This is an optimization exercise on Yosys and OpenROAD, whose aim is small area, a short achievable clock period and few clock cycles, not a production implementation. RTL that was checked went through simulation tests only; none was proved equivalent to the original. Only the layout flow was run in runs 5 to 7; the RTL was not checked for function there.

### flow/design.v
`timescale 1ns / 1ns
module HLSM34 (Clk, Rst, Start, Done, a, b, c, d, zero, z);
	input Clk, Rst, Start;
	output reg Done;
	input [63:0] a;
	input [63:0] b;
	input [63:0] c;
	input [63:0] d;
	input [63:0] zero;
	output [63:0] z;
	localparam M  = 8;               
	localparam QW = 64 + 2*M;        
	localparam CW = 3;  
	localparam SW = 4;     
	reg          busy;               
	reg          ph;                 
	reg          first;              
	reg          okr;                
	reg [CW-1:0] cnt;                
	reg [SW-1:0] shr;                
	reg [67:0]   ws, wc;             
	reg [63:0]   B;                  
	reg [QW-1:0] Q;                  
	assign z = Q[63:0];
	reg [63:0] Bn;
	reg [5:0]  s;
	integer l;
	always @(*) begin
		Bn = B;
		for (l = 5; l >= 0; l = l - 1) begin
			s[l] = ~|(Bn >> (64 - (1 << l)));
			if (s[l]) Bn = Bn << (1 << l);
		end
	end
	wire [6:0]    nmin = ({1'b0, s} + 7'd3) >> 1;                 
	wire [CW-1:0] cf   = (nmin + M - 1) / M;               
	wire [7:0]    shf  = 2 * M * cf - 2 - s;
	wire [CW-1:0] cur  = first ? cf - 1'b1 : cnt;
	wire [SW-1:0] shc  = first ? shf[SW-1:0] : shr;
	wire          last = (cur == 0);
	reg lt2;
	integer k;
	always @(*) begin
		lt2 = 1'b0;
		for (k = 1; k <= 64; k = k + 1)
			lt2 = (B[k-1] & wc[k]) | (B[k-1] & lt2) | (wc[k] & lt2);
	end
	wire okc = lt2;
	wire ok  = first ? okc : okr;
	wire [69:0] D1 = {3'b000, Bn, 3'b000};    
	wire [69:0] D2 = {2'b00, Bn, 4'b0000};    
	wire [2:0]  dh = Bn[62:60];
	wire [67:0] rs [0:M];
	wire [67:0] rc [0:M];
	wire [2*M-1:0] P, N;
	assign rs[0] = ws;
	assign rc[0] = wc;
	genvar i;
	generate
		for (i = 0; i < M; i = i + 1) begin : stage
			wire [69:0] ys = {rs[i], 2'b00};
			wire [69:0] yc = {rc[i], 2'b00};
			wire signed [6:0] est = ys[69:63] + yc[69:63];
			reg signed [6:0] m2, m1, m0, mn1;
			always @(*) begin
				case (dh)
					3'd0: begin m2 = 12; m1 = 4; m0 = -5; mn1 = -13; end
					3'd1: begin m2 = 14; m1 = 4; m0 = -5; mn1 = -15; end
					3'd2: begin m2 = 15; m1 = 4; m0 = -5; mn1 = -16; end
					3'd3: begin m2 = 16; m1 = 4; m0 = -5; mn1 = -17; end
					3'd4: begin m2 = 18; m1 = 6; m0 = -7; mn1 = -19; end
					3'd5: begin m2 = 19; m1 = 6; m0 = -7; mn1 = -20; end
					3'd6: begin m2 = 20; m1 = 6; m0 = -7; mn1 = -21; end
					default: begin m2 = 22; m1 = 6; m0 = -7; mn1 = -23; end
				endcase
			end
			wire g2  = est >= m2;
			wire g1  = est >= m1;
			wire g0  = est >= m0;
			wire gn1 = est >= mn1;
			wire pos = g1;                   
			wire neg = ~g0;                  
			wire two = g2 | ~gn1;            
			wire one = (g1 & ~g2) | (gn1 & ~g0);
			wire [69:0] mq = ({70{one}} & D1) | ({70{two}} & D2);
			wire [69:0] t  = mq ^ {70{pos}};
			wire [67:0] sm, cr;
			csa68 u_csa (.x(ys[67:0]), .y(yc[67:0]), .t(t[67:0]), .s(sm), .c(cr));
			assign rs[i+1] = sm;
			assign rc[i+1] = {cr[66:0], pos};
			assign P[2*(M-1-i) +: 2] = {pos & two, pos & one};
			assign N[2*(M-1-i) +: 2] = {neg & two, neg & one};
		end
	endgenerate
	wire [67:0] fs = rs[M];
	wire [67:0] fc = rc[M];
	wire [67:0] fg = fs & fc;
	wire [67:0] fp = fs | fc;
	wire [67:0] fx = fs ^ fc;
	reg  [66:0] G, Pp, Gn, Pn;
	integer lv, jj;
	always @(*) begin
		G = fg[66:0]; Pp = fp[66:0];
		for (lv = 0; lv < 7; lv = lv + 1) begin
			Gn = G; Pn = Pp;
			for (jj = 0; jj < 67; jj = jj + 1)
				if (jj >= (1 << lv)) begin
					Gn[jj] = G[jj] | (Pp[jj] & G[jj - (1 << lv)]);
					Pn[jj] = Pp[jj] & Pp[jj - (1 << lv)];
				end
			G = Gn; Pp = Pn;
		end
	end
	wire        wneg  = fx[67] ^ G[66];
	wire        wzero = ~|(fx ^ {fp[66:0], 1'b0});
	wire          corr = last & wneg;
	wire [M-1:0] dnz, dng;                   
	genvar di;
	generate
		for (di = 0; di < M; di = di + 1) begin : dig
			assign dnz[di] = |P[2*(M-1-di) +: 2] | |N[2*(M-1-di) +: 2];
			assign dng[di] = |N[2*(M-1-di) +: 2];
		end
	endgenerate
	reg [M:0]     bw;                        
	reg [M-1:0]   hv, hs;                    
	reg [2*M-1:0] V;
	integer kk;
	always @(*) begin
		hv[M-1] = 1'b0; hs[M-1] = 1'b0;
		hv[M-2] = 1'b0; hs[M-2] = 1'b0;
		for (kk = M - 3; kk >= 0; kk = kk - 1) begin
			hv[kk] = hv[kk+1] | dnz[kk+1];
			hs[kk] = dnz[kk+1] ? dng[kk+1] : hs[kk+1];
		end
		bw[M]   = corr;
		bw[M-1] = corr;
		bw[M-2] = dnz[M-1] ? dng[M-1] : corr;
		for (kk = M - 3; kk >= 0; kk = kk - 1)
			bw[kk] = hv[kk] ? hs[kk] : bw[M-2];
		for (kk = 0; kk < M; kk = kk + 1)
			V[2*(M-1-kk) +: 2] = P[2*(M-1-kk) +: 2] - N[2*(M-1-kk) +: 2] - bw[kk];
	end
	wire vneg = dnz[0] ? dng[0] : bw[0];
	localparam HW = QW - 2*M;
	wire [HW-1:0] Qb = Q[HW-1:0] & {HW{~first}};
	reg  [HW:0]   az;                        
	integer jz;
	always @(*) begin
		az[0] = 1'b1;
		for (jz = 0; jz < HW; jz = jz + 1)
			az[jz+1] = az[jz] & ~Qb[jz];
	end
	wire [HW-1:0] Qh = Qb ^ ({HW{vneg}} & az[HW-1:0]);
	wire [QW-1:0] Qn = {Qh, V};
	wire [SW-1:0] sa = last ? shc : {SW{1'b0}};
	wire [QW-1:0] Qr = Qn >> sa;
	wire [QW-1:0] Qs = {Qn[QW-1:64], Qr[63:0]};
	wire [2*M-1:0] lowmask = ~({2*M{1'b1}} << shc);
	wire          lowz = ~|(V & lowmask);
	wire          eq  = wzero & lowz & ok & ~Qh[HW-1];    
	wire skip = first & ~ph & ~okc;          
	wire tocd = ~ph & (skip | (last & ~eq));
	wire early = (|zero[63:60]) & ~(|b[63:60]);
	wire [7:0] ldg;
	genvar gi;
	generate
		for (gi = 0; gi < 8; gi = gi + 1) begin : ldsel
			ld_sel u_ld (.zhi(zero[63:60]), .bhi(b[63:60]), .busy(busy), .tocd(tocd), .ldcd(ldg[gi]));
		end
	endgenerate
	wire [67:0] ldw;                         
	wire [63:0] ldb;
	generate
		for (gi = 0; gi < 68; gi = gi + 1) begin : ldw_b
			assign ldw[gi] = ldg[gi / 17];
		end
		for (gi = 0; gi < 64; gi = gi + 1) begin : ldb_b
			assign ldb[gi] = ldg[4 + gi / 16];
		end
	endgenerate
	wire [67:0] ws_n = busy ? rs[M] : {3'b000, a, 1'b1};
	wire [67:0] wc_n = busy ? rc[M] : {3'b111, ~zero, 1'b1};
	wire [63:0] B_n  = busy ? Bn : b;
	always @(posedge Clk) begin
		Q <= Qs;
		ws <= (ldw & {3'b000, c, 1'b0}) | (~ldw & ws_n);
		wc <= ~ldw & wc_n;
		B  <= (ldb & d) | (~ldb & B_n);
		first <= !busy || tocd;
		cnt   <= cur - 1'b1;
		shr   <= shc;
		okr   <= ok;
	end
	always @(posedge Clk) begin
		if (Rst) begin
			busy <= 0; ph <= 0; Done <= 0;
		end else begin
			Done <= 0;
			if (!busy) begin
				if (Start) begin busy <= 1; ph <= early; end
			end else if (tocd) begin
				ph <= 1;
			end else if (last) begin
				busy <= 0; Done <= 1;
			end
		end
	end
endmodule
module csa68 (x, y, t, s, c);
	input  [67:0] x, y, t;
	output [67:0] s, c;
	assign s = x ^ y ^ t;
	assign c = (x & y) | (x & t) | (y & t);
endmodule
module ld_sel (zhi, bhi, busy, tocd, ldcd);
	input  [3:0] zhi, bhi;
	input        busy, tocd;
	output       ldcd;
	assign ldcd = busy ? tocd : ((|zhi) & ~(|bhi));
endmodule
### flow/flow/run.sh
#!/bin/bash
# Layout flow: the standard flow, except that
#  - synthesis maps the logic with an area-oriented ABC script
#    (flow/abc_area.script) instead of ORFS's delay-oriented one;
#    everything else in synthesis (registers included) is unchanged;
#  - the port buffers are buf_1 cells.
# Each step's full output goes to its own log file in this folder.
set -euo pipefail
rm -rf scripts
mkdir scripts
cp -r "$FLOW_HOME/scripts/." scripts/
cp flow/abc_area.script scripts/abc_speed.script
bash standard.sh SCRIPTS_DIR="$PWD/scripts" synth > synth.log 2>&1
bash standard.sh "BUFFER_PORTS_ARGS=-buffer_cell sky130_fd_sc_hd__buf_1" finish > layout.log 2>&1
### flow/flow/abc_area.script
&get -n
&st
&dch
&nf -a
&put
buffer -c
topo
stime -c
upsize -c
dnsize -c
### flow/standard.sh
#!/bin/bash
# synth_recipe.tcl (not shown) runs the flow's synth.tcl, then flattens the netlist and writes it again
# the make line also repeats each setting of config.mk as NAME=value (left out here)
make -C /OpenROAD-flow-scripts/flow DESIGN_CONFIG=/design/flow/config.mk WORK_HOME=/design/flow/orfs CLKGATE_MAP_FILE= SYNTH_SCRIPT=/design/flow/synth_recipe.tcl "${@:-finish}"
### flow/config.mk
export PLATFORM = sky130hd
export DESIGN_NAME = HLSM34
export DESIGN_NICKNAME = HLSM34
export VERILOG_FILES = /design/flow/design.v
export SDC_FILE = /design/flow/constraint.sdc
export NUM_CORES = 8
export LEC_CHECK = 0
export CAP_MARGIN = 20
export CORE_MARGIN = 2
export CORE_UTILIZATION = 40
export CTS_BUF_LIST = sky130_fd_sc_hd__clkbuf_8
export SETUP_SLACK_MARGIN = 5
export SLEW_MARGIN = 20
export SYNTH_HIERARCHICAL = 1
export SYNTH_MINIMUM_KEEP_SIZE = 0
### flow/constraint.sdc
create_clock -name core_clock -period 300.0 [get_ports {Clk}]
set_input_delay 60.0000 -clock core_clock [delete_from_list [all_inputs] [get_ports {Clk}]]
set_output_delay 60.0000 -clock core_clock [all_outputs]
set_load 0.01 [all_outputs]
==> results of run 1 <==
[modules after synthesis (local to each module, per instance)]
module / cells / times used / flops+latches
ld_sel: 4 / 8 / 0
csa68: 68 / 8 / 0
HLSM34: 4740 / 1 / 276
[per-layer routing]
| metal | vias to the layer above | share of wire (%) | GRT usage (%) |
|---|---|---|---|
| li1 | 19050 | - | - |
| met1 | 21340 | 40 | 43.33 |
| met2 | 2445 | 43 | 49.31 |
| met3 | 496 | 11 | 9.765 |
| met4 | 14 | 5.4 | 15.48 |
| met5 | - | 0.043 | 0 |
[logic make-up after synthesis]
logic type,after synthesis,synth area share (%)
other,1,0.008123
AOI/OAI and AO/OA,1444,19.49
muxes,381,8.374
buffers and inverters,629,5.128
xor gates and xnor gates,650,12.33
adders and majority gates,842,31.93
and+or+nand+nor,1093,10.78
DFF,276,11.97
[worst paths after layout]
path / to / cells past startpoint / startpoint
hold / removal: cnt[0] / 1 / cnt[0]
setup / recovery: z[4] / 1 / Q[4]
hold reg to reg: cnt[0] / 1 / cnt[0]
setup reg to reg: ws[37] / 184 / B[60]
[placed cells by master (no fill, tap or decap), types with 17 or more instances in the layout]
cell type / instances
fa_1: 560
nand2_1: 434
o22ai_1: 412
xnor2_1: 395
buf_1: 387
mux2i_1: 336
o21ai_0: 318
nor2_1: 285
ha_1: 282
dfxtp_1: 274
xor2_1: 255
a21oi_1: 242
inv_1: 221
a22oi_1: 137
buf_4: 117
nor2b_1: 102
a211oi_1: 76
a21o_1: 73
clkbuf_8: 71
nand3_1: 65
mux2_2: 42
nor4_1: 34
conb_1: 32
nand4_1: 27
o21ai_1: 26
nor3_1: 24
nand2b_1: 24
and3_1: 17
or4_1: 17
[final cells by class]
type | count | area share (%)
Inverter | 217 | 1.603
Multi-Input combinational cell | 4442 | 76.26
Tap cell | 1512 | 3.722
Timing Repair Buffer | 504 | 4.587
Clock buffer | 71 | 1.923
Antenna cell | 14 | 0.06894
Clock inverter | 37 | 0.9577
Sequential cell | 276 | 10.88
[through the flow]
stage | setup slack [ns] | instances | util, % | hold WS, ns
2_1_floorplan | 238.51 | 5347 | - | 0.4144
3_3_place_gp | 238.05 | 6951 | 43.13 | 0.4303
3_5_place_dp | 237.95 | 6951 | 43.13 | 0.4405
4_1_cts | 238.50 | 7059 | 44.41 | 0.4599
5_1_grt | 238.50 | 7062 | 44.42 | 0.4670
6_report | 238.55 | 7073 | 44.45 | 0.4619
[sequential cells by signal (all words and copies together), names as in the netlist]
register,cells
wc,68
ws,68
B,64
Q,64
shr,4
cnt,3
Done,1
busy,1
first,1
okr,1
ph,1
==> run_results.csv, run 1 <==
group,metric,value,unit
finish,regArea,5530,um2
finish,area_growth,10.08,%
critical_path,r2r_slack,246.52,ns
yosys,synth_common_cells,"560 x fa_1, 438 x nand2_1, 412 x o22ai_1",
finish,n_fill_cell,11330,
hold_path,hp-class,"register to register",
global_route,grt_util_all_layers,32.88,%
finish,nNetsFinal,6664,
yosys,async_flop_share,0,%
timing,relSlewSlack,22.23,%
timing,finalSetupViolCount,0,
timing,rsz0062_at_grt,"false",
critical_path,worst-path-buf-inv,1,
critical_path,path_cells,"buf_1",
yosys,synthCells,5316,
floorplan,rows,124,
timing,maxSlewViolCount,0,
route,dr.pass1.iters,8,
route,vias,43340,
finish,drive_gt1_share,6.003,%
critical_path,critical_path_class,"register to output port",
clock_network,cts_max_level,2,
floorplan,dieArea,118200,um2
yosys,yosys_most_used_dff,"dfxtp_1",
place,placed_area,49310,um2
yosys,synth_edf_count,0,
timing,min_period,61.45,ns
job,cap_violations,0,
critical_path,required,240.00,ns
critical_path,arrival,1.45,ns
yosys,synth-seq-area-share,11.97,%
yosys,yosys.cell_types.count,75,
clock_network,numCtsBuffers,58,
floorplan,ios,388,
route,vias_per_cell,6.127,
finish,multi_input_area,38750,um2
timing,fmax,0.01627,GHz
yosys,avgSynthCellArea,8.684,um2
place,place.port_buffers,387,
timing,worst_slew_pin_slew,1.167,ns
run_status,status,"complete, no violations",
yosys,netlist_top_cells_area,"fa_1 24%, dfxtp_1 12%, ha_1 7.6%, xnor2_1 7.5%, mux2i_1 7.3%",
route,routed_wl,198100,um
place,gp_congestion,1.001,
clock_network,cts_tree,"yes",
finish,fin_area,50820,um2
yosys,synth.ff_latch_count,276,
route,wl_per_cell,28.00,um
timing,tns,0,ns
route,dr.first_iter.drc_count,4580,
clock_network,ctsResizeCount,0,
floorplan,die_height,343.7,um
clock_network,clkSlewWorstSetupHoldPaths,0.06,ns
clock_network,cts-root-buf,"clkbuf_8",
yosys,netlist_area,46170,um2
floorplan,die_w,343.7,um
route,ant_nets,0,
yosys,yosysTopAreaCell,"fa_1",
critical_path,crit_family,"flip-flops",
timing,skew,0.07707,ns
critical_path,crit_slowest_cell,"dfxtp_1",
floorplan,coreArea,114300,um2
critical_path,endpoint_kind,"output port",
timing,finalCritPeriodShare,20.48,%
global_route,grt_pass1_vias,41950,
critical_path,start_kind,"register",
critical_path,crit_fanout,2,
global_route,grt_pass1_wl,286900,um
yosys,synth.most_common_cell,"fa_1",
timing,final-hold-violation-count,0,
clock_network,cts_hold_buf,0,
global_route,antenna_found_initial,16,
yosys,yosys_warnings,7,
floorplan,start_util,40.38,%
clock_network,post_cts_buffers,0,
global_route,grt_start_max_net_pins,87,
clock_network,clock_path_buffers,3,
yosys,yosys.area.top_type_share,24.28,%
clock_network,worstSkewPairLatency,0.84,ns
clock_network,cts_sinks,276,
place,place_hpwl,158000,um
critical_path,slowest_delay,0.35,ns
route,drc,0,
global_route,overflow,0,
Testbench counts, summed over its fixed seeds: cycles 35,184.
==> run 2, diff against run 1 <==
--- a/flow/config.mk
+++ b/flow/config.mk
@@ -7,8 +7,7 @@
 export LEC_CHECK = 0
 export CAP_MARGIN = 20
 export CORE_MARGIN = 2
-export CORE_UTILIZATION = 40
-export CTS_BUF_LIST = sky130_fd_sc_hd__clkbuf_8
+export CORE_UTILIZATION = 55
 export SETUP_SLACK_MARGIN = 5
 export SLEW_MARGIN = 20
 export SYNTH_HIERARCHICAL = 1
==> run_results.csv, run 2 <==
group,metric,value,unit
route,dr.first_iter.drc_count,5009,
yosys,synthAdderAreaFrac,31.93,%
timing,relSlewSlack,14.87,%
yosys,synth_compound_area_share,19.49,%
clock_network,worstSkewPairLatency,0.64,ns
yosys,yosys-mux-area-fraction,8.374,%
finish,area_growth,8.702,%
timing,min_period,61.28,ns
critical_path,arrival,61.79,ns
yosys,synth.most_common_cell,"fa_1",
clock_network,ctsResizeCount,0,
critical_path,endpoint_kind,"register",
yosys,synth_simple_gate_area_share,10.78,%
timing,maxSlewViolCount,0,
job,cap_violations,0,
critical_path,path_cells,"buf_1 > or4_1 > o31ai_4 > buf_4 > a211oi_1 > a21o_1",
timing,holdWs,0.4500,ns
timing,final-hold-violation-count,0,
clock_network,cts_max_level,2,
floorplan,rows,106,
clock_network,numCtsBuffers,39,
yosys,synth.ff_latch_count,276,
yosys,synth_top_family_by_area,"adder cells",
clock_network,cts_hold_buf,0,
route,drc,0,
route,wl_per_cell,29.73,um
yosys,synth_edf_count,0,
finish,final_common_cell,"fa_1",
yosys,yosys_warnings,7,
finish,layout_common_cells,"560 x fa_1, 434 x nand2_1, 412 x o22ai_1",
clock_network,cts_sinks,276,
route,vias,43760,
finish,final_cells,6593,
clock_network,clkSlewWorstSetupHoldPaths,0.05,ns
clock_network,post_cts_buffers,0,
yosys,netlist_top_cells_area,"fa_1 24%, dfxtp_1 12%, ha_1 7.6%, xnor2_1 7.5%, mux2i_1 7.3%",
yosys,synth_common_cells,"560 x fa_1, 438 x nand2_1, 412 x o22ai_1",
route,routed_wl,196000,um
critical_path,slowest_delay,0.59,ns
route,vias_per_cell,6.637,
floorplan,coreArea,83420,um2
global_route,grt_pass1_vias,41610,
critical_path,required,300.51,ns
yosys,yosysTopAreaCell,"fa_1",
yosys,yosys_most_used_dff,"dfxtp_1",
yosys,yosys.cell_types.count,75,
critical_path,crit_family,"compound AO/OA/AOI/OAI gates",
yosys,netlist_area,46170,um2
hold_path,min-delay-start,"cnt[0]",
yosys,synth-seq-area-share,11.97,%
timing,fmax,0.01632,GHz
clock_network,cts_tree,"yes",
timing,tns,0,ns
global_route,grt_util_all_layers,44.81,%
global_route,grt_pass1_wl,283100,um
floorplan,start_util,55.34,%
finish,reg.largest.list,"wc: 68 flops, ws: 68 flops",
critical_path,worst-path-buf-inv,2,
global_route,antenna_found_initial,4,
place,place_hpwl,151400,um
yosys,synthXorXnorAreaFrac,12.33,%
route,dr.pass1.iters,6,
floorplan,ios,388,
run_status,status,"complete, no violations",
critical_path,reg2reg_from,"B[43]",
place,gp_congestion,1.077,
critical_path,start_kind,"primary input",
critical_path,critical_path_class,"primary input to register",
yosys,async_flop_share,0,%
floorplan,die_height,293.7,um
place,place.port_buffers,387,
yosys,synthCells,5316,
critical_path,crit_slowest_cell,"or4_1",
critical_path,crit_fanout,24,
yosys,avgSynthCellArea,8.684,um2
timing,worst_slew_pin_slew,1.265,ns
clock_network,cts-root-buf,"clkbuf_16",
hold_path,hp-class,"register to register",
global_route,grt_start_max_net_pins,136,
floorplan,die_w,293.7,um
finish,drive_gt1_share,5.480,%
timing,finalSetupViolCount,0,
finish,nNetsFinal,6648,
route,ant_nets,0,
timing,rsz0062_at_grt,"false",
floorplan,dieArea,86270,um2
finish,n_fill_cell,7732,
place,dp.cells,6521,
critical_path,setup.worst_path.start,"b[60]",
timing,finalCritPeriodShare,20.43,%
global_route,overflow,0,
timing,skew,0.03352,ns
yosys,yosys.area.top_type_share,24.28,%
clock_network,clock_path_buffers,3,
finish,postLayoutCoreUtil,60.16,%
-- run 2: cell counts after synthesis --
Identical to the previous run, type by type.
-- run 2: worst paths after layout --
check,cells after the start,slack [ns],end
hold reg to reg,1,0.45,cnt[0]
hold / removal,1,0.45,cnt[0]
setup / recovery,6,238.72,B[53]
setup reg to reg,185,246.05,ws[11]
-- run 2: cell type report --
class	count	area, um2	area share [%]
Clock inverter	18	240.2	0.4787
Multi-Input combinational cell	4442	38770	77.25
Timing Repair Buffer	507	2386	4.755
Inverter	217	814.5	1.623
Sequential cell	276	5530	11.02
Antenna cell	2	5.005	0.009973
Clock buffer	51	1091	2.174
Tap cell	1080	1351	2.693
-- run 2: layer usage --
| layer | track usage, % | wire, um |
|---|---|---|
| met1 | 61.20 | 78000 |
| met2 | 63.66 | 80280 |
| met3 | 13.32 | 25220 |
| met4 | 23.72 | 12440 |
| met5 | 0 | 57 |
-- run 2: stage by stage --
step,cell area (um2),worst slack [ns]
global placement,48810,238.13
CTS,50140,238.72
detailed placement,48810,238.08
floorplan,46280,238.51
global route,50180,238.63
finish,50180,238.72
-- run 2: cells by family after synthesis --
group           count (synthesis)
xor+xnor                      650
other cells                     1
flops                         276
buf+inv                       629
compound gates               1444
fa+ha+maj                     842
simple gates                 1093
mux                           381
-- run 2: modules after synthesis, one instance, submodules excluded --
module | cells inside | cell area, um2 | flops+latches | copies in the design
csa68 | 68 | 1361 | 0 | 8
ld_sel | 4 | 30.03 | 0 | 8
HLSM34 | 4740 | 35040 | 276 | 1
==> run 3, diff against run 2 <==
==> flow/flow/abc_area.script (replaced) <==
&get -n
&st
&dch
&nf -a
&put
buffer -c
topo
stime -c
upsize -c
dnsize -c
&get -n
&st
&dch
&nf -a
&put
buffer -c
topo
stime -c
upsize -c
dnsize -c
==> run_results.csv, run 3 <==
group,metric,value,unit
run_status,status,"complete, no violations",
route,drc,0,
timing,final-hold-violation-count,0,
clock_network,cts-root-buf,"clkbuf_16",
critical_path,arrival,61.77,ns
timing,rsz0062_at_grt,"false",
yosys,yosys_most_used_dff,"dfxtp_1",
finish,reg.largest.list,"wc: 68 flops, ws: 68 flops",
floorplan,rows,105,
timing,relSlewSlack,19.43,%
yosys,synth_edf_count,0,
route,vias,43970,
finish,drive_gt1_share,5.301,%
timing,worst_slew_pin_slew,1.183,ns
critical_path,crit_family,"buffers and inverters",
finish,area_growth,8.728,%
clock_network,post_cts_buffers,0,
floorplan,coreArea,82110,um2
yosys,synth.most_common_cell,"fa_1",
route,dr.pass1.iters,6,
floorplan,start_util,55.59,%
yosys,yosysTopAreaCell,"fa_1",
yosys,yosys.cell_types.count,83,
floorplan,ios,388,
clock_network,ctsResizeCount,0,
critical_path,crit_slowest_cell,"or4_1",
yosys,synth.ff_latch_count,276,
timing,tns,0,ns
yosys,netlist_top_cells_area,"fa_1 25%, dfxtp_1 12%, xnor2_1 11%, ha_1 7.7%, o22ai_1 6.1%",
critical_path,slowest_delay,0.59,ns
route,wl_per_cell,28.53,um
timing,maxSlewViolCount,0,
yosys,synth_common_cells,"560 x fa_1, 554 x xnor2_1, 549 x nand2_1",
critical_path,endpoint_kind,"register",
clock_network,worstSkewPairLatency,0.59,ns
timing,min_period,61.33,ns
timing,skew,0.01623,ns
critical_path,critical_path_class,"primary input to register",
critical_path,crit_fanout,50,
yosys,avgSynthCellArea,8.459,um2
global_route,overflow,0,
clock_network,cts_hold_buf,0,
global_route,grt_pass1_wl,280900,um
job,cap_violations,0,
route,dr.first_iter.drc_count,5307,
finish,final_common_cell,"fa_1",
yosys,yosys_warnings,7,
critical_path,worst-path-buf-inv,2,
critical_path,path_cells,"buf_1 > or4_1 > o31ai_4 > buf_4 > o21ai_0",
route,vias_per_cell,6.585,
critical_path,start_kind,"primary input",
clock_network,cts_tree,"yes",
timing,finalCritPeriodShare,20.44,%
floorplan,die_w,292.1,um
route,routed_wl,190500,um
yosys,async_flop_share,0,%
global_route,grt_util_all_layers,44.02,%
critical_path,required,300.44,ns
place,place.port_buffers,387,
clock_network,clock_path_buffers,3,
global_route,antenna_found_initial,8,
global_route,grt_start_max_net_pins,89,
yosys,synthCells,5396,
hold_path,hp-class,"register to register",
floorplan,dieArea,85310,um2
finish,layout_common_cells,"560 x fa_1, 554 x xnor2_1, 545 x nand2_1",
clock_network,cts_max_level,2,
clock_network,cts_sinks,276,
timing,finalSetupViolCount,0,
floorplan,die_height,292.1,um
finish,fin_area,49630,um2
global_route,grt_pass1_vias,42080,
yosys,synth-seq-area-share,12.10,%
place,gp_congestion,1.055,
timing,fmax,0.01631,GHz
clock_network,clkSlewWorstSetupHoldPaths,0.06,ns
yosys,netlist_area,45650,um2
yosys,yosys.area.top_type_share,24.56,%
clock_network,numCtsBuffers,37,
place,place_hpwl,149800,um
finish,postLayoutCoreUtil,60.44,%
route,ant_nets,0,
finish,nNetsFinal,6740,
place,placed_area,48290,um2
[run 3: cell type report]
type	instances	area, um2
tap	1070	1339
fill	7546	32480
sequential	276	5530
multi-input combinational	4526	38180
antenna	4	10.01
timing repair buffer	519	2487
clock buffer	49	1041
clock inverter	18	226.5
inverter	215	812.0
[run 3: kinds of logic after synthesis]
family	Yosys count	synth area share, %
fa+ha+maj	842	32.29
buf+inv	625	5.156
flops	276	12.10
xor+xnor	646	12.40
simple gates	1177	11.43
mux	252	5.573
other cells	1	0.008215
compound gates	1577	21.05
[run 3: path summary, 6_finish.rpt]
check	startpoint	to	slack [ns]	depth (start not counted)
worst max-delay path	b[60]	ws[11]	238.67	5
worst min-delay path	cnt[0]	cnt[0]	0.45	1
worst max register to register	B[48]	ws[11]	243.91	183
worst min register to register	cnt[0]	cnt[0]	0.45	1
[run 3: per-stage QoR]
stage | hold WS (ns) | setup WS, ns | cells
after floorplan | 0.4144 | 238.50 | 5427
after global routing | 0.4702 | 238.53 | 6676
after global placement | 0.4311 | 237.99 | 6603
final | 0.4507 | 238.67 | 6677
after CTS | 0.4504 | 238.53 | 6670
after detailed placement | 0.4400 | 237.92 | 6603
[run 3: worst register-to-register path: cells and delay by family (launching register included)]
kind,cells,cell delay [ns]
compound gates,60,16.43
simple gates,52,12.21
buf+inv,30,11.37
fa+ha+maj,24,9.74
xor+xnor,15,4.42
mux,2,1.38
flops,1,0.47
[run 3: per-module statistics from Yosys (local to each module, per instance)]
module  cells inside  flops+latches  cell area (um2)  times used
HLSM34          4820            276            34520           1
csa68             68              0             1361           8
ld_sel             4              0            30.03           8
[run 3: per-layer routing]
metal	GRT usage [%]	routed length [um]	up-vias
met2	66.06	82040	2770
met3	9.979	21560	509
li1	-	-	19180
met4	21.90	11070	8
met5	0	52	-
met1	59.74	75770	21500
==> run 4, diff against run 3 <==
==> flow/flow/abc_area.script (replaced) <==
&get -n
&st
&dch
&nf -a
&put
buffer -c
topo
stime -c
upsize -c
dnsize -c
--- a/flow/config.mk
+++ b/flow/config.mk
@@ -7,7 +7,7 @@
 export LEC_CHECK = 0
 export CAP_MARGIN = 20
 export CORE_MARGIN = 2
-export CORE_UTILIZATION = 55
+export CORE_UTILIZATION = 40
 export SETUP_SLACK_MARGIN = 5
 export SLEW_MARGIN = 20
 export SYNTH_HIERARCHICAL = 1
==> run_results.csv, run 4 <==
group,metric,value,unit
critical_path,crit_slowest_cell,"or4_1",
clock_network,post_cts_buffers,0,
yosys,synth_common_cells,"560 x fa_1, 438 x nand2_1, 412 x o22ai_1",
floorplan,die_w,343.7,um
finish,final_common_cell,"fa_1",
finish,postLayoutCoreUtil,44.42,%
route,dr.first_iter.drc_count,4861,
place,gp_congestion,1.001,
global_route,grt_pass1_wl,287100,um
yosys,synth_simple_gate_area_share,10.78,%
yosys,netlist_top_cells_area,"fa_1 24%, dfxtp_1 12%, ha_1 7.6%, xnor2_1 7.5%, mux2i_1 7.3%",
floorplan,dieArea,118200,um2
floorplan,ios,388,
finish,nNetsFinal,6647,
finish,layout_common_cells,"560 x fa_1, 434 x nand2_1, 412 x o22ai_1",
yosys,synthCells,5316,
job,cap_violations,0,
timing,finalCritPeriodShare,20.48,%
clock_network,numCtsBuffers,40,
yosys,yosys_most_used_dff,"dfxtp_1",
yosys,avgSynthCellArea,8.684,um2
run_status,status,"complete, no violations",
clock_network,clkSlewWorstSetupHoldPaths,0.06,ns
timing,maxSlewViolCount,0,
global_route,grt_pass1_vias,41930,
place,place_hpwl,158000,um
critical_path,critical_path_class,"primary input to register",
yosys,synth.ff_latch_count,276,
yosys,synthXorXnorAreaFrac,12.33,%
route,vias_per_cell,6.121,
timing,final-hold-violation-count,0,
yosys,yosys-mux-area-fraction,8.374,%
critical_path,start_kind,"primary input",
clock_network,cts-root-buf,"clkbuf_16",
floorplan,coreArea,114300,um2
finish,reg.largest.list,"wc: 68 flops, ws: 68 flops",
place,placed_area,49310,um2
finish,n_fill_cell,11340,
finish,fin_area,50800,um2
global_route,antenna_found_initial,16,
timing,finalSetupViolCount,0,
yosys,synth_compound_area_share,19.49,%
route,vias,43120,
critical_path,setup.worst_path.start,"b[60]",
critical_path,arrival,61.93,ns
route,ant_nets,0,
yosys,synth-seq-area-share,11.97,%
timing,tns,0,ns
critical_path,slowest_delay,0.60,ns
yosys,yosysTopAreaCell,"fa_1",
hold_path,hp-class,"register to register",
clock_network,cts_tree,"yes",
yosys,yosys.cell_types.count,75,
route,dr.pass1.iters,9,
finish,drive_gt1_share,5.531,%
clock_network,cts_hold_buf,0,
clock_network,ctsResizeCount,0,
yosys,netlist_area,46170,um2
route,drc,0,
timing,worst_slew_pin_slew,1.155,ns
critical_path,path_cells,"buf_1 > or4_1 > o31ai_4 > buf_4 > o21ai_0",
yosys,synthAdderAreaFrac,31.93,%
yosys,synth.most_common_cell,"fa_1",
clock_network,cts_max_level,2,
timing,skew,0.03841,ns
clock_network,clock_path_buffers,3,
timing,min_period,61.44,ns
clock_network,cts_sinks,276,
critical_path,reg2reg_from,"B[35]",
yosys,async_flop_share,0,%
floorplan,die_height,343.7,um
clock_network,worstSkewPairLatency,0.66,ns
hold_path,min-delay-start,"cnt[0]",
timing,rsz0062_at_grt,"false",
floorplan,rows,124,
yosys,synth_edf_count,0,
global_route,overflow,0,
global_route,grt_util_all_layers,32.89,%
timing,fmax,0.01628,GHz
route,wl_per_cell,28.07,um
timing,relSlewSlack,23.02,%
place,pre_cts_slack,237.95,ns
timing,timing.final.ws_setup,238.56,ns
floorplan,start_util,40.38,%
finish,area_growth,10.03,%
critical_path,endpoint_kind,"register",
yosys,yosys_warnings,7,
yosys,yosys.area.top_type_share,24.28,%
yosys,synth_top_family_by_area,"adder cells",
route,routed_wl,197700,um
finish,regArea,5530,um2
critical_path,required,300.49,ns
place,place.port_buffers,387,
global_route,grt_start_max_net_pins,87,
finish,multi_input_area,38750,um2
critical_path,crit_fanout,51,
==> run 4: through the flow <==
step,cells,hold slack (ns)
5_1_grt,7029,0.4662
4_1_cts,7025,0.4590
3_5_place_dp,6951,0.4405
6_report,7045,0.4665
3_3_place_gp,6951,0.4303
2_1_floorplan,5347,0.4144
==> run 4: cell families (layout without fill, tap and decap cells) <==
logic type                 after synthesis  count (layout)
other                                    1              51
DFF                                    276             276
adders and majority gates              842             842
AOI/OAI and AO/OA                     1444            1444
buffers and inverters                  629             796
muxes                                  381             381
xor gates and xnor gates               650             650
and+or+nand+nor                       1093            1093
==> run 4: worst paths after layout <==
kind | end | slack, ns | cells after the start
worst max-delay path | ws[37] | 238.56 | 5
worst min-delay path | cnt[0] | 0.47 | 1
worst max register to register | ws[37] | 246.34 | 184
worst min register to register | cnt[0] | 0.47 | 1
==> run 4: layout make-up <==
class | count | area share, %
Multi-Input combinational cell | 4442 | 76.28
Sequential cell | 276 | 10.89
Timing Repair Buffer | 505 | 4.611
Tap cell | 1512 | 3.724
Clock buffer | 48 | 2.108
Inverter | 217 | 1.604
Clock inverter | 26 | 0.6922
Antenna cell | 19 | 0.09360
==> run 4: critical path: cells and delay by family <==
kind,cells,cell delay (ns)
AO/OA/AOI/OAI,2,0.52
buffers and inverters,2,0.73
AND/OR/NAND/NOR,1,0.60
==> run 4: per-module statistics from Yosys, one instance, submodules excluded <==
| module | flip-flops and latches | area (um2) |
|---|---|---|
| HLSM34 | 276 | 35040 |
| csa68 | 0 | 1361 |
| ld_sel | 0 | 30.03 |
==> run 4: per-layer routing <==
layer / vias to the layer above / GRT usage, % / share of wire (%)
met5: - / 0 / 0.045
met4: 12 / 15.46 / 5.2
met3: 440 / 9.129 / 11
met2: 2349 / 49.34 / 43
met1: 21280 / 43.72 / 41
li1: 19040 / - / -
==> run 5, diff against run 4 <==
--- a/flow/design.v
+++ b/flow/design.v
@@ -162,10 +162,10 @@
 	wire skip = first & ~ph & ~okc;          
 	wire tocd = ~ph & (skip | (last & ~eq));
 	wire early = (|zero[63:60]) & ~(|b[63:60]);
-	wire [7:0] ldg;
+	wire [15:0] ldg;
 	genvar gi;
 	generate
-		for (gi = 0; gi < 8; gi = gi + 1) begin : ldsel
+		for (gi = 0; gi < 16; gi = gi + 1) begin : ldsel
 			ld_sel u_ld (.zhi(zero[63:60]), .bhi(b[63:60]), .busy(busy), .tocd(tocd), .ldcd(ldg[gi]));
 		end
 	endgenerate
@@ -173,10 +173,10 @@
 	wire [63:0] ldb;
 	generate
 		for (gi = 0; gi < 68; gi = gi + 1) begin : ldw_b
-			assign ldw[gi] = ldg[gi / 17];
+			assign ldw[gi] = ldg[gi / 9];
 		end
 		for (gi = 0; gi < 64; gi = gi + 1) begin : ldb_b
-			assign ldb[gi] = ldg[4 + gi / 16];
+			assign ldb[gi] = ldg[8 + gi / 8];
 		end
 	endgenerate
 	wire [67:0] ws_n = busy ? rs[M] : {3'b000, a, 1'b1};
==> flow/flow/abc_area.script (replaced) <==
&get -n
&st
&dch
&nf -a
&put
buffer -c
topo
stime -c
upsize -c
dnsize -c
&get -n
&st
&dch
&nf -a
&put
buffer -c
topo
stime -c
upsize -c
dnsize -c
==> run_results.csv, run 5 <==
group,metric,value,unit
floorplan,ios,388,
job,cap_violations,0,
place,place_hpwl,150900,um
yosys,yosys_most_used_dff,"dfxtp_1",
yosys,synth_common_cells,"560 x fa_1, 537 x o22ai_1, 497 x nand2_1",
global_route,grt_pass1_wl,283100,um
global_route,antenna_found_initial,10,
clock_network,numCtsBuffers,39,
place,placed_area,49130,um2
yosys,avgSynthCellArea,8.508,um2
timing,worst_slew_pin_slew,1.168,ns
clock_network,worstSkewPairLatency,0.62,ns
yosys,synth.ff_latch_count,276,
clock_network,clock_path_buffers,3,
place,dp.cells,7032,
global_route,grt_pass1_vias,42850,
timing,final-hold-violation-count,0,
finish,final_cells,7107,
yosys,netlist_area,45830,um2
clock_network,cts_max_level,2,
place,gp_congestion,1.018,
yosys,synth.most_common_cell,"fa_1",
critical_path,endpoint_kind,"register",
clock_network,cts_tree,"yes",
finish,area_growth,10.20,%
critical_path,r2r_slack,246.03,ns
place,pre_cts_slack,237.67,ns
global_route,use_met2,50.99,%
finish,n_fill_cell,11450,
timing,tns,0,ns
yosys,yosys.area.top_type_share,24.46,%
finish,drive_gt1_share,5.848,%
place,place.port_buffers,387,
route,routed_wl,192300,um
yosys,synth_edf_count,0,
critical_path,required,300.45,ns
critical_path,arrival,62.19,ns
global_route,grtUsageMet1,41.97,%
timing,finalCritPeriodShare,20.58,%
finish,reg.largest.list,"wc: 68 flops, ws: 68 flops",
clock_network,cts_hold_buf,0,
route,vias_per_cell,6.115,
timing,relSlewSlack,22.15,%
finish,nNetsFinal,6728,
global_route,grt_util_met3,6.408,%
floorplan,die_height,342.5,um
global_route,grt_util_all_layers,32.18,%
floorplan,die_w,342.5,um
timing,fmax,0.01620,GHz
route,drc,0,
yosys,synth-seq-area-share,12.06,%
finish,postLayoutCoreUtil,44.29,%
yosys,async_flop_share,0,%
global_route,grt_start_max_net_pins,140,
critical_path,start_kind,"primary input",
global_route,top_usage_layer,"met2",
timing,rsz0062_at_grt,"false",
global_route,overflow,0,
yosys,netlist_top_cells_area,"fa_1 24%, dfxtp_1 12%, ha_1 7.7%, o22ai_1 7.3%, xnor2_1 6.3%",
critical_path,crit_fanout,18,
floorplan,dieArea,117300,um2
clock_network,cts_sinks,276,
critical_path,critical_path_class,"primary input to register",
route,vias,43460,
yosys,yosysTopAreaCell,"fa_1",
clock_network,cts-root-buf,"clkbuf_16",
yosys,synthCells,5387,
run_status,status,"complete, no violations",
timing,skew,0.02279,ns
floorplan,coreArea,114000,um2
finish,final_common_cell,"fa_1",
timing,finalSetupViolCount,0,
route,dr.pass1.iters,6,
timing,min_period,61.74,ns
route,dr.first_iter.drc_count,4487,
floorplan,rows,124,
clock_network,post_cts_buffers,0,
clock_network,ctsResizeCount,0,
timing,maxSlewViolCount,0,
yosys,yosys.cell_types.count,78,
route,wl_per_cell,27.06,um
floorplan,start_util,40.19,%
timing,timing.final.ws_setup,238.26,ns
yosys,yosys_warnings,7,
finish,layout_common_cells,"560 x fa_1, 537 x o22ai_1, 491 x nand2_1",
route,ant_nets,0,
clock_network,clkSlewWorstSetupHoldPaths,0.06,ns
hold_path,hp-class,"register to register",
finish,fin_area,50510,um2
-- run 5: worst max-delay path: stages --
cell and delay (ns):
buf_1 0.33, or4_1 0.67, o31ai_4 0.94, o21ai_0 0.23
-- run 5: cell type report --
class,instances,area (um2),share of cell area (%)
timing repair buffer,526,2529,5.006
clock buffer,48,1070,2.118
inverter,205,772.0,1.528
multi-input combinational,4515,38430,76.09
tap,1512,1892,3.745
clock inverter,22,276.5,0.5474
sequential,276,5530,10.95
antenna,3,7.507,0.01486
-- run 5: cells by family (layout without fill, tap and decap cells) --
| kind of cell | after synthesis | after routing | synth area share [%] |
|---|---|---|---|
| AOI/OAI and AO/OA | 1603 | 1603 | 21.14 |
| xor gates and xnor gates | 641 | 641 | 12.25 |
| adders and majority gates | 842 | 842 | 32.16 |
| muxes | 268 | 268 | 5.943 |
| buffers and inverters | 627 | 801 | 5.149 |
| DFF | 276 | 276 | 12.06 |
| other | 1 | 35 | 0.008182 |
| and+or+nand+nor | 1129 | 1129 | 11.30 |
-- run 5: per-module statistics from Yosys (local to each module, per instance) --
module | flops+latches | cells
ld_sel | 0 | 4
csa68 | 0 | 68
HLSM34 | 276 | 4779
-- run 5: path summary, 6_finish.rpt --
kind | cells after the start | start | to
worst min register to register | 1 | cnt[0] | cnt[0]
worst max register to register | 188 | B[36] | B[32]
worst max-delay path | 4 | b[61] | B[34]
worst min-delay path | 1 | cnt[0] | cnt[0]
-- run 5: per-layer routing --
layer  part of all wire, %  vias to the layer above  wire [um]
met4                   5.6                       16      10820
met1                    41                    21500      77920
met5                 0.060                        -        115
li1                      -                    19280          -
met2                    45                     2208      86510
met3                   8.8                      459      16980
-- run 5: stage by stage --
| stage | hold slack (ns) |
|---|---|
| final | 0.4846 |
| after global routing | 0.5055 |
| after CTS | 0.4714 |
| after detailed placement | 0.4628 |
| after global placement | 0.4430 |
| after floorplan | 0.4144 |
==> run 6, diff against run 5 <==
--- a/flow/design.v
+++ b/flow/design.v
@@ -161,22 +161,22 @@
 	wire          eq  = wzero & lowz & ok & ~Qh[HW-1];    
 	wire skip = first & ~ph & ~okc;          
 	wire tocd = ~ph & (skip | (last & ~eq));
-	wire early = (|zero[63:60]) & ~(|b[63:60]);
-	wire [15:0] ldg;
+	wire early = (|zero[63:62]) & ~(|b[63:62]);
+	wire [7:0] ldg;
 	genvar gi;
 	generate
-		for (gi = 0; gi < 16; gi = gi + 1) begin : ldsel
-			ld_sel u_ld (.zhi(zero[63:60]), .bhi(b[63:60]), .busy(busy), .tocd(tocd), .ldcd(ldg[gi]));
+		for (gi = 0; gi < 8; gi = gi + 1) begin : ldsel
+			ld_sel u_ld (.zhi(zero[63:62]), .bhi(b[63:62]), .busy(busy), .tocd(tocd), .ldcd(ldg[gi]));
 		end
 	endgenerate
 	wire [67:0] ldw;                         
 	wire [63:0] ldb;
 	generate
 		for (gi = 0; gi < 68; gi = gi + 1) begin : ldw_b
-			assign ldw[gi] = ldg[gi / 9];
+			assign ldw[gi] = ldg[gi / 17];
 		end
 		for (gi = 0; gi < 64; gi = gi + 1) begin : ldb_b
-			assign ldb[gi] = ldg[8 + gi / 8];
+			assign ldb[gi] = ldg[4 + gi / 16];
 		end
 	endgenerate
 	wire [67:0] ws_n = busy ? rs[M] : {3'b000, a, 1'b1};
@@ -214,7 +214,7 @@
 	assign c = (x & y) | (x & t) | (y & t);
 endmodule
 module ld_sel (zhi, bhi, busy, tocd, ldcd);
-	input  [3:0] zhi, bhi;
+	input  [1:0] zhi, bhi;
 	input        busy, tocd;
 	output       ldcd;
 	assign ldcd = busy ? tocd : ((|zhi) & ~(|bhi));
==> flow/flow/abc_area.script (replaced) <==
&get -n
&st
&dch
&nf -a
&put
buffer -c
topo
stime -c
upsize -c
dnsize -c
--- a/flow/config.mk
+++ b/flow/config.mk
@@ -7,7 +7,7 @@
 export LEC_CHECK = 0
 export CAP_MARGIN = 20
 export CORE_MARGIN = 2
-export CORE_UTILIZATION = 40
+export CORE_UTILIZATION = 55
 export SETUP_SLACK_MARGIN = 5
 export SLEW_MARGIN = 20
 export SYNTH_HIERARCHICAL = 1
==> run_results.csv, run 6 <==
group,metric,value,unit
run_status,status,"complete, no violations",
yosys,async_flop_share,0,%
route,vias,43110,
global_route,grt_util_met3,10.73,%
route,dr.first_iter.drc_count,5249,
clock_network,cts_tree,"yes",
clock_network,worstSkewPairLatency,0.61,ns
route,ant_nets,0,
yosys,synthCells,5292,
route,dr.pass1.iters,9,
place,pre_cts_slack,238.11,ns
finish,area_growth,8.643,%
clock_network,clkSlewWorstSetupHoldPaths,0.06,ns
timing,min_period,61.27,ns
yosys,synth_top_family_by_area,"adder cells",
critical_path,path_cells,"buf_1 > nor2_1 > o41ai_4 > buf_4 > o21ai_0",
yosys,synthAdderAreaFrac,32.00,%
yosys,synth_simple_gate_area_share,10.16,%
clock_network,cts_sinks,276,
place,place_hpwl,147700,um
timing,worst_slew_pin_slew,1.159,ns
critical_path,start_kind,"primary input",
hold_path,hp-class,"register to register",
timing,skew,0.01747,ns
yosys,synth_common_cells,"560 x fa_1, 549 x xnor2_1, 441 x o22ai_1",
global_route,grt_pass1_wl,274900,um
floorplan,ios,388,
route,vias_per_cell,6.561,
critical_path,crit_fanout,50,
clock_network,cts-root-buf,"clkbuf_16",
place,dp.cells,6499,
finish,layout_common_cells,"560 x fa_1, 549 x xnor2_1, 441 x o22ai_1",
clock_network,ctsResizeCount,0,
critical_path,crit_slowest_cell,"buf_4",
clock_network,numCtsBuffers,38,
finish,final_cells,6571,
yosys,yosys.area.top_type_share,24.34,%
timing,finalSetupViolCount,0,
clock_network,post_cts_buffers,0,
finish,n_fill_cell,7843,
critical_path,required,300.45,ns
global_route,grtUsageMet1,59.42,%
floorplan,start_util,55.31,%
finish,drive_gt1_share,5.757,%
finish,fin_area,50050,um2
floorplan,die_height,293.4,um
route,drc,0,
yosys,synth.ff_latch_count,276,
timing,finalCritPeriodShare,20.42,%
critical_path,slowest_delay,0.53,ns
critical_path,crit_family,"buffers and inverters",
global_route,overflow,0,
floorplan,rows,106,
global_route,grt_start_max_net_pins,162,
timing,timing.final.ws_setup,238.73,ns
yosys,yosys_most_used_dff,"dfxtp_1",
global_route,grt_util_all_layers,43.02,%
clock_network,cts_hold_buf,0,
critical_path,critical_path_class,"primary input to register",
yosys,yosys.cell_types.count,72,
yosys,netlist_top_cells_area,"fa_1 24%, dfxtp_1 12%, xnor2_1 10%, ha_1 7.7%, mux2i_1 7.4%",
floorplan,die_w,293.4,um
critical_path,arrival,61.72,ns
finish,final_common_cell,"fa_1",
global_route,grt_pass1_vias,41100,
clock_network,clock_path_buffers,3,
floorplan,dieArea,86090,um2
timing,rsz0062_at_grt,"false",
yosys,synth.most_common_cell,"fa_1",
yosys,synth_edf_count,0,
clock_network,cts_max_level,2,
yosys,avgSynthCellArea,8.705,um2
timing,final-hold-violation-count,0,
global_route,use_met2,63.69,%
yosys,yosys-mux-area-fraction,8.531,%
job,cap_violations,0,
place,place.port_buffers,387,
route,routed_wl,188300,um
timing,holdWs,0.4784,ns
yosys,synthXorXnorAreaFrac,12.47,%
finish,reg.largest.list,"wc: 68 flops, ws: 68 flops",
floorplan,coreArea,83290,um2
global_route,antenna_found_initial,5,
critical_path,worst-path-buf-inv,2,
route,wl_per_cell,28.66,um
yosys,synth-seq-area-share,11.99,%
critical_path,endpoint_kind,"register",
yosys,yosysTopAreaCell,"fa_1",
finish,nNetsFinal,6624,
yosys,yosys_warnings,7,
global_route,top_usage_layer,"met2",
yosys,netlist_area,46070,um2
timing,tns,0,ns
timing,maxSlewViolCount,0,
timing,fmax,0.01632,GHz
yosys,synth_compound_area_share,19.69,%
place,gp_congestion,1.036,
timing,relSlewSlack,22.76,%
place,placed_area,48730,um2
[run 6: cell types whose count changed in the layout (fill, tap and decap cells not counted), moves of 78 or more]
cell,before,now
a22oi_1,18,117
xnor2_1,331,549
o22ai_1,537,441
a21o_1,32,110
mux2i_1,232,337
xor2_1,310,107
[run 6: stage by stage]
| stage | util [%] |
|---|---|
| after floorplan | - |
| after global placement | 58.49 |
| after detailed placement | 58.51 |
| after CTS | 60.08 |
| after global routing | 60.08 |
| final | 60.09 |
[run 6: worst paths after layout]
| path | start | endpoint | slack (ns) | cells after the start |
|---|---|---|---|---|
| min | cnt[0] | cnt[0] | 0.48 | 1 |
| min reg2reg | cnt[0] | cnt[0] | 0.48 | 1 |
| max reg2reg | B[43] | ws[15] | 244.45 | 182 |
| max | zero[63] | ws[15] | 238.73 | 5 |
[run 6: Yosys stat by module, one instance, submodules excluded]
module	times used	cell area [um2]	flops+latches	cells
ld_sel	8	23.77	0	3
csa68	8	1361	0	68
HLSM34	1	34990	276	4724
[run 6: metal layers]
layer  vias up  part of all wire (%)
li1      18890                     -
met1     21320                    41
met2      2475                    42
met3       426                    11
met4         6                   5.3
met5         -                 0.018
[run 6: cell families after synthesis]
group / after synthesis
simple gates: 1029
fa+ha+maj: 842
flops: 276
xor+xnor: 656
buf+inv: 629
compound gates: 1472
other cells: 1
mux: 387
[run 6: layout make-up]
type / count / area (um2) / area share (%)
Clock buffer: 51 / 1091 / 2.180
Sequential cell: 276 / 5530 / 11.05
Antenna cell: 2 / 5.005 / 0.01000
Multi-Input combinational cell: 4418 / 38660 / 77.24
Timing Repair Buffer: 508 / 2379 / 4.752
Inverter: 217 / 815.8 / 1.630
Tap cell: 1080 / 1351 / 2.700
Clock inverter: 19 / 220.2 / 0.4400
==> run 7, diff against run 6 <==
--- a/flow/design.v
+++ b/flow/design.v
@@ -46,6 +46,13 @@
 			lt2 = (B[k-1] & wc[k]) | (B[k-1] & lt2) | (wc[k] & lt2);
 	end
 	wire okc = lt2;
+	reg [63:0] tzm;
+	integer kz;
+	always @(*) begin
+		tzm[0] = ~B[0];
+		for (kz = 1; kz < 64; kz = kz + 1) tzm[kz] = tzm[kz-1] & ~B[kz];
+	end
+	wire tzok = ~|(~(ws[64:1] ^ wc[64:1]) & tzm);
 	wire ok  = first ? okc : okr;
 	wire [69:0] D1 = {3'b000, Bn, 3'b000};    
 	wire [69:0] D2 = {2'b00, Bn, 4'b0000};    
@@ -159,14 +166,14 @@
 	wire [2*M-1:0] lowmask = ~({2*M{1'b1}} << shc);
 	wire          lowz = ~|(V & lowmask);
 	wire          eq  = wzero & lowz & ok & ~Qh[HW-1];    
-	wire skip = first & ~ph & ~okc;          
+	wire skip = first & ~ph & ~(okc & tzok);          
 	wire tocd = ~ph & (skip | (last & ~eq));
-	wire early = (|zero[63:62]) & ~(|b[63:62]);
+	wire early = (|zero[63:60]) & ~(|b[63:60]);
 	wire [7:0] ldg;
 	genvar gi;
 	generate
 		for (gi = 0; gi < 8; gi = gi + 1) begin : ldsel
-			ld_sel u_ld (.zhi(zero[63:62]), .bhi(b[63:62]), .busy(busy), .tocd(tocd), .ldcd(ldg[gi]));
+			ld_sel u_ld (.zhi(zero[63:60]), .bhi(b[63:60]), .busy(busy), .tocd(tocd), .ldcd(ldg[gi]));
 		end
 	endgenerate
 	wire [67:0] ldw;                         
@@ -214,7 +221,7 @@
 	assign c = (x & y) | (x & t) | (y & t);
 endmodule
 module ld_sel (zhi, bhi, busy, tocd, ldcd);
-	input  [1:0] zhi, bhi;
+	input  [3:0] zhi, bhi;
 	input        busy, tocd;
 	output       ldcd;
 	assign ldcd = busy ? tocd : ((|zhi) & ~(|bhi));
==> flow/flow/abc_area.script (replaced) <==
&get -n
&st
&dch
&nf -a
&put
buffer -c
topo
stime -c
upsize -c
dnsize -c
&get -n
&st
&dch
&nf -a
&put
buffer -c
topo
stime -c
upsize -c
dnsize -c
==> run_results.csv, run 7 <==
group,metric,value,unit
run_status,status,"complete, no violations",
clock_network,clkSlewWorstSetupHoldPaths,0.05,ns
yosys,netlist_area,46470,um2
critical_path,r2r-end,"B[18]",
floorplan,die_height,294.7,um
route,ant_nets,0,
global_route,overflow,0,
clock_network,clock_path_buffers,3,
clock_network,cts_hold_buf,0,
timing,final-hold-violation-count,0,
finish,layout_common_cells,"565 x xnor2_1, 560 x fa_1, 536 x o22ai_1",
global_route,grt_pass1_vias,43060,
clock_network,cts_sinks,276,
yosys,yosys.cell_types.count,78,
timing,finalCritPeriodShare,20.48,%
yosys,async_flop_share,0,%
floorplan,start_util,55.53,%
finish,reg.largest.list,"wc: 68 flops, ws: 68 flops",
floorplan,rows,106,
global_route,grt_start_max_net_pins,101,
critical_path,required,300.43,ns
hold_path,min-delay-start,"cnt[0]",
yosys,synthCells,5525,
route,vias,44270,
timing,maxSlewViolCount,0,
critical_path,reg2reg_from,"B[34]",
floorplan,coreArea,83690,um2
place,place_hpwl,143700,um
finish,nNetsFinal,6866,
finish,final_cells,6861,
hold_path,hp-class,"register to register",
clock_network,ctsResizeCount,0,
route,dr.pass1.iters,6,
route,drc,0,
timing,worst_slew_pin_slew,1.217,ns
yosys,synth_common_cells,"565 x xnor2_1, 560 x fa_1, 536 x o22ai_1",
route,wl_per_cell,26.82,um
finish,area_growth,8.538,%
critical_path,critical_path_class,"primary input to register",
timing,holdWs,0.4386,ns
route,routed_wl,184000,um
job,cap_violations,0,
yosys,yosys.area.top_type_share,24.13,%
place,dp.cells,6796,
hold_path,hold_depth,1,
timing,min_period,61.44,ns
yosys,yosysTopAreaCell,"fa_1",
place,pre_cts_slack,237.89,ns
global_route,grt_pass1_wl,273400,um
yosys,synthXorXnorAreaFrac,13.42,%
finish,drive_gt1_share,4.891,%
floorplan,ios,388,
place,gp_congestion,0.9917,
global_route,antenna_found_initial,6,
critical_path,setup.worst_path.start,"b[61]",
global_route,grt_util_all_layers,41.86,%
floorplan,die_w,294.7,um
yosys,yosys_warnings,7,
timing,skew,0.03544,ns
timing,rsz0062_at_grt,"false",
yosys,synth_top_family_by_area,"adder cells",
yosys,synth_compound_area_share,21.42,%
timing,tns,0,ns
critical_path,endpoint,"ws[24]",
clock_network,post_cts_buffers,0,
clock_network,cts-root-buf,"clkbuf_16",
yosys,synth.most_common_cell,"xnor2_1",
critical_path,start_kind,"primary input",
clock_network,cts_max_level,2,
critical_path,r2r_slack,244.48,ns
yosys,synthAdderAreaFrac,31.72,%
place,place.port_buffers,387,
clock_network,worstSkewPairLatency,0.59,ns
yosys,synth_edf_count,0,
timing,relSlewSlack,18.83,%
critical_path,crit_fanout,51,
yosys,yosys_most_used_dff,"dfxtp_1",
yosys,synth_simple_gate_area_share,10.82,%
critical_path,endpoint_kind,"register",
critical_path,reg2reg_depth,177,
critical_path,arrival,61.87,ns
yosys,avgSynthCellArea,8.411,um2
yosys,netlist_top_cells_area,"fa_1 24%, dfxtp_1 12%, xnor2_1 11%, ha_1 7.6%, o22ai_1 7.2%",
timing,fmax,0.01628,GHz
clock_network,cts_tree,"yes",
yosys,synth.ff_latch_count,276,
timing,finalSetupViolCount,0,
clock_network,numCtsBuffers,36,
floorplan,dieArea,86830,um2
yosys,synth-seq-area-share,11.89,%
route,vias_per_cell,6.452,
yosys,yosys-mux-area-fraction,5.493,%
timing,timing.final.ws_setup,238.56,ns
route,dr.first_iter.drc_count,4570,
finish,final_common_cell,"xnor2_1",
[run 7: cell types whose count changed after synthesis, sizes merged, moves of 31 or more]
cell,change
a22oi,-101
buf,-37
o22ai,+95
nand2,+71
clkbuf,+51
o21ai,+96
mux2i,-105
xor2,+40
a21o,-61
a21oi,+67
nor2,+91
nand3,-31
[run 7: final cells by class]
| cell class | count | area (um2) |
|---|---|---|
| Multi-Input combinational cell | 4634 | 38920 |
| Fill cell | 7643 | 33250 |
| Timing Repair Buffer | 533 | 2584 |
| Clock buffer | 48 | 997.2 |
| Tap cell | 1134 | 1419 |
| Sequential cell | 276 | 5530 |
| Clock inverter | 14 | 145.1 |
| Inverter | 220 | 833.3 |
| Antenna cell | 2 | 5.005 |
[run 7: worst min-delay path by stage]
stage / endpoint
after floorplan: cnt[0]
after global placement: cnt[0]
after detailed placement: cnt[0]
after CTS: cnt[0]
after global routing: cnt[0]
final: cnt[0]
[run 7: layer usage]
metal | share of wire, % | GRT usage (%)
met3 | 9.0 | 8.747
met5 | 0.029 | 0
met1 | 39 | 53.49
met2 | 45 | 65.98
met4 | 6.4 | 23.57
[run 7: Yosys stat by module (local to each module, per instance)]
| module | flip-flops and latches | area (um2) | times used | cells inside |
|---|---|---|---|---|
| ld_sel | 0 | 30.03 | 8 | 4 |
| csa68 | 0 | 1361 | 8 | 68 |
| HLSM34 | 276 | 35340 | 1 | 4949 |
[run 7: cells by family (layout without fill, tap and decap cells)]
logic type,count (synthesis),after routing
AND/OR/NAND/NOR,1141,1141
other,1,34
flip-flops,276,276
multiplexers,253,253
adder cells (fa/ha/maj),842,842
buffers and inverters,646,815
AO/OA/AOI/OAI,1654,1654
XOR/XNOR,712,712
[run 7: worst max-delay path: stages]
cell and delay, ns:
buf_1 0.18, or4_1 0.61, o31ai_4 0.28, buf_4 0.52, o21ai_0 0.21
[run 7: stage by stage]
step / cell area, um2 / utilization (%)
detailed placement: 49270 / 58.88
global route: 50430 / 60.26
finish: 50440 / 60.27
global placement: 49220 / 58.82
CTS: 50420 / 60.24
floorplan: 46580 / -
==> run 8, diff against run 7 <==
--- a/flow/design.v
+++ b/flow/design.v
@@ -46,13 +46,13 @@
 			lt2 = (B[k-1] & wc[k]) | (B[k-1] & lt2) | (wc[k] & lt2);
 	end
 	wire okc = lt2;
-	reg [63:0] tzm;
+	reg [7:0] tzm;                           
 	integer kz;
 	always @(*) begin
 		tzm[0] = ~B[0];
-		for (kz = 1; kz < 64; kz = kz + 1) tzm[kz] = tzm[kz-1] & ~B[kz];
-	end
-	wire tzok = ~|(~(ws[64:1] ^ wc[64:1]) & tzm);
+		for (kz = 1; kz < 8; kz = kz + 1) tzm[kz] = tzm[kz-1] & ~B[kz];
+	end
+	wire tzok = ~|((ws[8:1] ^ ~wc[8:1]) & tzm);
 	wire ok  = first ? okc : okr;
 	wire [69:0] D1 = {3'b000, Bn, 3'b000};    
 	wire [69:0] D2 = {2'b00, Bn, 4'b0000};    
@@ -166,7 +166,7 @@
 	wire [2*M-1:0] lowmask = ~({2*M{1'b1}} << shc);
 	wire          lowz = ~|(V & lowmask);
 	wire          eq  = wzero & lowz & ok & ~Qh[HW-1];    
-	wire skip = first & ~ph & ~(okc & tzok);          
+	wire skip = first & ~ph & ~(okc & tzok);  
 	wire tocd = ~ph & (skip | (last & ~eq));
 	wire early = (|zero[63:60]) & ~(|b[63:60]);
 	wire [7:0] ldg;
==> run_results.csv, run 8 <==
group,metric,value,unit
run_status,status,"complete, no violations",
clock_network,cts_tree,"yes",
finish,reg.largest.list,"wc: 68 flops, ws: 68 flops",
timing,final-hold-violation-count,0,
yosys,synth_edf_count,0,
finish,nNetsFinal,6723,
clock_network,cts_max_level,2,
floorplan,dieArea,85790,um2
yosys,synth.most_common_cell,"fa_1",
route,vias_per_cell,6.433,
floorplan,rows,105,
clock_network,worstSkewPairLatency,0.60,ns
finish,fin_area,49720,um2
critical_path,start_kind,"primary input",
yosys,async_flop_share,0,%
finish,layout_common_cells,"560 x fa_1, 536 x o22ai_1, 511 x nand2_1",
route,wl_per_cell,26.81,um
clock_network,numCtsBuffers,35,
clock_network,post_cts_buffers,0,
yosys,yosysTopAreaCell,"fa_1",
route,dr.pass1.iters,6,
yosys,synth-seq-area-share,12.04,%
global_route,grt_pass1_wl,267900,um
timing,finalCritPeriodShare,20.47,%
global_route,grtUsageMet1,52.87,%
timing,tns,0,ns
finish,drive_gt1_share,5.586,%
finish,n_fill_cell,7646,
yosys,yosys_warnings,7,
timing,worst_slew_pin_slew,1.145,ns
global_route,grt_start_max_net_pins,106,
place,place.port_buffers,387,
place,place_hpwl,137600,um
place,placed_area,48520,um2
timing,relSlewSlack,23.64,%
global_route,grt_util_met3,10.11,%
finish,final_common_cell,"fa_1",
global_route,antenna_found_initial,4,
finish,multi_input_area,38430,um2
finish,regArea,5530,um2
floorplan,coreArea,82370,um2
timing,skew,0.02923,ns
yosys,synthCells,5400,
floorplan,ios,388,
timing,maxSlewViolCount,0,
route,routed_wl,178500,um
clock_network,cts_hold_buf,0,
clock_network,ctsResizeCount,0,
route,ant_nets,0,
critical_path,crit_fanout,51,
floorplan,die_height,292.9,um
yosys,yosys_most_used_dff,"dfxtp_1",
timing,finalSetupViolCount,0,
global_route,grt_pass1_vias,42210,
floorplan,start_util,55.73,%
yosys,synth_common_cells,"560 x fa_1, 536 x o22ai_1, 517 x nand2_1",
clock_network,clock_path_buffers,3,
finish,area_growth,8.316,%
critical_path,critical_path_class,"primary input to register",
route,dr.first_iter.drc_count,4272,
clock_network,cts-root-buf,"clkbuf_16",
yosys,netlist_area,45900,um2
global_route,top_usage_layer,"met2",
timing,rsz0062_at_grt,"false",
global_route,use_met2,64.87,%
timing,min_period,61.42,ns
critical_path,arrival,61.85,ns
place,gp_congestion,1.014,
route,vias,42840,
critical_path,endpoint_kind,"register",
global_route,overflow,0,
hold_path,hp-class,"register to register",
global_route,grt_util_all_layers,41.14,%
timing,fmax,0.01628,GHz
yosys,synth.ff_latch_count,276,
yosys,yosys.cell_types.count,89,
clock_network,cts_sinks,276,
yosys,netlist_top_cells_area,"fa_1 24%, dfxtp_1 12%, xnor2_1 8.8%, ha_1 7.7%, o22ai_1 7.3%",
floorplan,die_w,292.9,um
job,cap_violations,0,
yosys,yosys.area.top_type_share,24.42,%
route,drc,0,
clock_network,clkSlewWorstSetupHoldPaths,0.06,ns
critical_path,required,300.43,ns
yosys,avgSynthCellArea,8.501,um2
## run 8: per-module statistics from Yosys, one instance, submodules excluded
module / flops+latches / cell area [um2] / cells
csa68: 0 / 1361 / 68
ld_sel: 0 / 30.03 / 4
HLSM34: 276 / 34770 / 4824
## run 8: logic make-up (layout without fill, tap and decap cells)
group	after synthesis	after routing	synth area share, %
flops	276	276	12.04
mux	274	274	6.087
xor+xnor	656	656	12.52
simple gates	1105	1105	10.86
buf+inv	637	791	5.225
compound gates	1609	1609	21.16
fa+ha+maj	842	842	32.11
other cells	1	36	0.008169
## run 8: worst max-delay path: stages
cell and delay (ns):
buf_1 0.18, or4_1 0.61, o31ai_4 0.25, buf_4 0.54, o21ai_0 0.22
## run 8: worst paths after layout
check	startpoint	end	slack, ns	depth (start not counted)
worst max-delay path	b[61]	ws[46]	238.58	5
worst min-delay path	okr	okr	0.45	2
worst max register to register	B[36]	ws[46]	244.49	182
worst min register to register	okr	okr	0.45	2
## run 8: area by class of cell
| cell class | count | area share (%) |
|---|---|---|
| multi-input combinational | 4518 | 77.28 |
| sequential | 276 | 11.12 |
| timing repair buffer | 517 | 4.884 |
| tap | 1070 | 2.693 |
| clock buffer | 44 | 1.870 |
| inverter | 210 | 1.598 |
| clock inverter | 20 | 0.5285 |
| antenna | 4 | 0.02013 |
## run 8: metal layers
metal / share of wire (%) / vias to the layer above
met2: 45 / 2247
met4: 5.5 / 4
met1: 40 / 20950
met3: 9.6 / 430
li1: - / 19210
met5: 0.016 / -
## run 8: stage by stage
stage | hold WS, ns | worst slack (ns) | utilization (%) | std cells
final | 0.4523 | 238.58 | 60.36 | 6659
after global routing | 0.4914 | 238.49 | 60.35 | 6655
after floorplan | 0.4144 | 238.51 | - | 5431
after global placement | 0.4326 | 238.12 | 58.90 | 6591
after CTS | 0.4507 | 238.64 | 60.35 | 6655
after detailed placement | 0.4418 | 238.04 | 58.90 | 6591
Testbench counts of run 8, summed over its fixed seeds: cycles 33,977.

[what the ideal ports hide]
How much do the figures lean on ideal ports? The routed layouts below were timed once more, with nothing changed but the port constraints. Step 1, drivers: a clkbuf_16 drives Clk and a buf_2 each remaining input, both assumed. Step 2, shift: input delay + t, output delay - t, t = (earliest + latest rising clock arrival at the registers) / 2. This alone moves slack from input paths to output paths. Slacks: ideal / step 1 / step 2; pairs: ideal / step 1.
run | t (ns) | slack for setup (ns) | worst data-port slew with drivers (ns)
run 1 | 0.873 | 238.547 / 238.479 / 237.856 | 0.12
run 2 | 0.691 | 238.721 / 238.739 / 238.081 | 0.08
run 3 | 0.660 | 238.669 / 238.686 / 238.064 | 0.10
run 4 | 0.715 | 238.563 / 238.588 / 237.873 | 0.12
run 5 | 0.688 | 238.262 / 238.250 / 237.562 | 0.12
run 6 | 0.673 | 238.731 / 238.714 / 238.110 | 0.12
run 7 | 0.642 | 238.558 / 238.598 / 237.956 | 0.12
run 8 | 0.653 | 238.579 / 238.624 / 237.971 | 0.07
After both steps setup and hold are still met in every run listed. The setup slack of run 5, which loses most, moves by -0.012 ns with the drivers and by -0.700 ns with both steps.
